Source: an optimization exercise on an open RTL-to-GDS flow (aim: small area, a short achievable clock period and few clock cycles). Production flows keep margins and buffers that such runs may drop. At most, simulation tests tie the RTL to the original design; equivalence was not proved. No activity file was given, so power comes from the tool's default toggle rates.

Design datapath, start of the top module:
module datapath(Clk,Rst,imem_addr,imem_rdata,dmem_addr,dmem_wdata,dmem_we,dmem_re,dmem_rdata);
==> flow/config.mk <==
export PLATFORM = sky130hd
export DESIGN_NAME = datapath
export DESIGN_NICKNAME = datapath
export VERILOG_FILES = /design/flow/design.v
export SDC_FILE = /design/flow/constraint.sdc
export NUM_CORES = 8
export LEC_CHECK = 0
export CAP_MARGIN = 5
export CORE_MARGIN = 2
export CORE_UTILIZATION = 50
export CTS_BUF_LIST = sky130_fd_sc_hd__clkbuf_8
export CTS_CLUSTER_DIAMETER = 50
export CTS_CLUSTER_SIZE = 16
export SLEW_MARGIN = 5
==> flow/constraint.sdc <==
create_clock -name core_clock -period 35.0 [get_ports {Clk}]
set_input_delay 7.0000 -clock core_clock [delete_from_list [all_inputs] [get_ports {Clk}]]
set_output_delay 7.0000 -clock core_clock [all_outputs]
set_load 0.01 [all_outputs]
standard.sh (not shown) runs the stock make flow with config.mk's settings and CLKGATE_MAP_FILE= SYNTH_SCRIPT=/design/flow/synth_recipe.tcl, a recipe that flattens the netlist after the stock synthesis.
==> flow/flow/run.sh <==
#!/bin/bash
# Standard ORFS layout, with repair_timing asked to leave a setup margin so
# that the resizer works on the paths that set the achieved period, and the
# port buffers made with a plain buffer cell.
set -euo pipefail
bash standard.sh SETUP_SLACK_MARGIN=26.5 'BUFFER_PORTS_ARGS=-buffer_cell sky130_fd_sc_hd__buf_2' finish > make_finish.log 2>&1
The baseline finished with capacitance limit, slew limit left.
Testbench counts at the start, summed over its fixed seeds: cycles 194,651.
Edit:
Settings changed: CORE_UTILIZATION 50 to 40.
After rerunning: The changed run completed with no timing, DRC or antenna violations; clock skew climbs by 0.018 ns; wire length rose slightly; setup slack is better by 0.049 ns; global-route usage fell by 8.9 points; total power falls slightly.
Edit:
==> flow/flow/run.sh (replaced) <==
#!/bin/bash
# Standard ORFS layout, with repair_timing asked to leave a setup margin so
# that the resizer works on the paths that set the achieved period, and the
# port buffers made with a plain buffer cell.
set -euo pipefail
bash standard.sh SETUP_SLACK_MARGIN=27.0 'BUFFER_PORTS_ARGS=-buffer_cell sky130_fd_sc_hd__buf_2' finish > make_finish.log 2>&1
After rerunning: The changed run finished with timing, DRC and antenna clean. Setup slack got worse by 0.044 ns. Cell area increases by 2.2%. Cell count came out higher by about 0.4%. Total power rises by 1.4%. Register-to-register slack is better by 0.08 ns. Clock power climbs by about 0.6%. Non-clock buffer count increases by 49. Core utilization increases by 1.0 points. Wire length goes down by about 0.7%.
Edit:
==> flow/flow/run.sh (replaced) <==
#!/bin/bash
# Standard ORFS layout, with repair_timing asked to leave a setup margin so
# that the resizer works on the paths that set the achieved period, and the
# port buffers made with a plain buffer cell.
set -euo pipefail
bash standard.sh SETUP_SLACK_MARGIN=26.5 MATCH_CELL_FOOTPRINT=0 'BUFFER_PORTS_ARGS=-buffer_cell sky130_fd_sc_hd__buf_2' finish > make_finish.log 2>&1
What happened: Synthesized area stays the same. Die area stays the same. Setup slack improves by 0.056 ns. Hold slack loses 0.0089 ns. Utilization fell by 1.0 points. Design area shrinks by 2.2%. Global-route usage is higher by 0.44 points.
Edit:
==> flow/flow/run.sh (replaced) <==
#!/bin/bash
# Standard ORFS layout, with repair_timing asked to leave a setup margin so
# that the resizer works on the paths that set the achieved period, and the
# port buffers made with a plain buffer cell.
set -euo pipefail
bash standard.sh SETUP_SLACK_MARGIN=27.0 MATCH_CELL_FOOTPRINT=0 'BUFFER_PORTS_ARGS=-buffer_cell sky130_fd_sc_hd__buf_2' finish > make_finish.log 2>&1
=>
- combinational power goes up by about 7%
- wire length goes up by 1.2%
- final area goes up by 2.6%
- sequential power hardly moves
- register-to-register slack gains 0.50 ns
- count of clock-buffer cells in the layout goes up by 7
- clock skew goes down by 0.021 ns
- cell count goes up by 0.89%
- power goes up by 2.0%
- worst setup slack loses 0.048 ns

== JK ==
Another version of the RTL of datapath (not shown whole).
For scale: roughly 1200 flip-flops, about 61000 sq um of cells after synthesis.
Design datapath, start of the top module:
module datapath(Clk,Rst,imem_addr,imem_rdata,dmem_addr,dmem_wdata,dmem_we,dmem_re,dmem_rdata);
export LEC_CHECK = 0
export CAP_MARGIN = 20
export CORE_MARGIN = 2
export CORE_UTILIZATION = 40
export SETUP_SLACK_MARGIN = 3
export SLEW_MARGIN = 20
create_clock -name core_clock -period 35.0 [get_ports {Clk}]
==> flow/flow/run.sh <==
#!/bin/bash
# Standard ORFS layout, with repair_timing asked to leave a setup margin so
# that the resizer works on the paths that set the achieved period, and the
# port buffers made with a plain buffer cell.
set -euo pipefail
bash standard.sh SETUP_SLACK_MARGIN=26.5 'BUFFER_PORTS_ARGS=-buffer_cell sky130_fd_sc_hd__buf_2' finish > make_finish.log 2>&1
JK finished every step from synthesis to the final layout, and the layout passed the timing, design-rule and antenna checks.
diff inputs: JK => MS
==> flow/flow/run.sh <==
#!/bin/bash
# Standard ORFS layout, with repair_timing asked to leave a setup margin so
# that the resizer works on the paths that set the achieved period.
set -euo pipefail
bash standard.sh SETUP_SLACK_MARGIN=26.5 finish > make_finish.log 2>&1
## What came out
Post-synthesis share of cell area spent on and, or, nand and nor gates: MS vs JK, no meaningful difference
Going from JK to MS, the routability congestion estimate was found to have gone up by 1.8%.
Going from JK to MS, initial antenna violation count grew by more than half.
Changes observed in MS relative to JK: post-route cell area moved up; area of placed instances went up about 0.9%; portion of total power attributed to sequential cells shrank by 1.0 points.
In MS, the power came out about 0.33% above the value in JK.
On detailed-route wire length: between MS and JK, it ends up lower for MS.
Changes observed in MS relative to JK: cell count along the critical path now sits lower; HPWL after detailed placement went down 3.8%; wire length on met3 grew by about 4%.
No run of this note included a check of the RTL's function; only the layout flow was run.

[port drivers added, routing unchanged]
The results above use ideal ports. As a check the final layouts listed here were re-extracted and re-timed, cells and wires unchanged.
Step 1 sets driving cells, clkbuf_16 on the clock port and buf_2 on the other inputs (assumed; they add their load-dependent delay and slew).
Step 2, shift: input delay + t, output delay - t, t = (earliest + latest rising clock arrival at the registers) / 2. This alone moves slack from input paths to output paths.
Slacks: ideal ports / drivers / drivers and shift; pairs: ideal ports / drivers.
run	shift t [ns]	setup WS [ns]	worst setup path at the end	cell pins on the clock port's net
the first run of note 1	0.967	26.443 / 26.373 / 25.598	input to register	1
the second run of note 1	0.971	26.492 / 26.415 / 25.660	input to register	1
the third run of note 1	0.957	26.448 / 26.367 / 25.694	input to register	1
the fourth run of note 1	0.985	26.504 / 26.427 / 25.637	input to register	1
the fifth run of note 1	0.996	26.456 / 26.377 / 25.720	input to register	1
JK	0.847	26.465 / 26.414 / 25.602	input to register	1
MS	0.834	26.370 / 26.424 / 25.596	input to register	1
The setup slack of the fourth run of note 1, which loses most, moves by -0.077 ns with the drivers and by -0.867 ns with both steps.
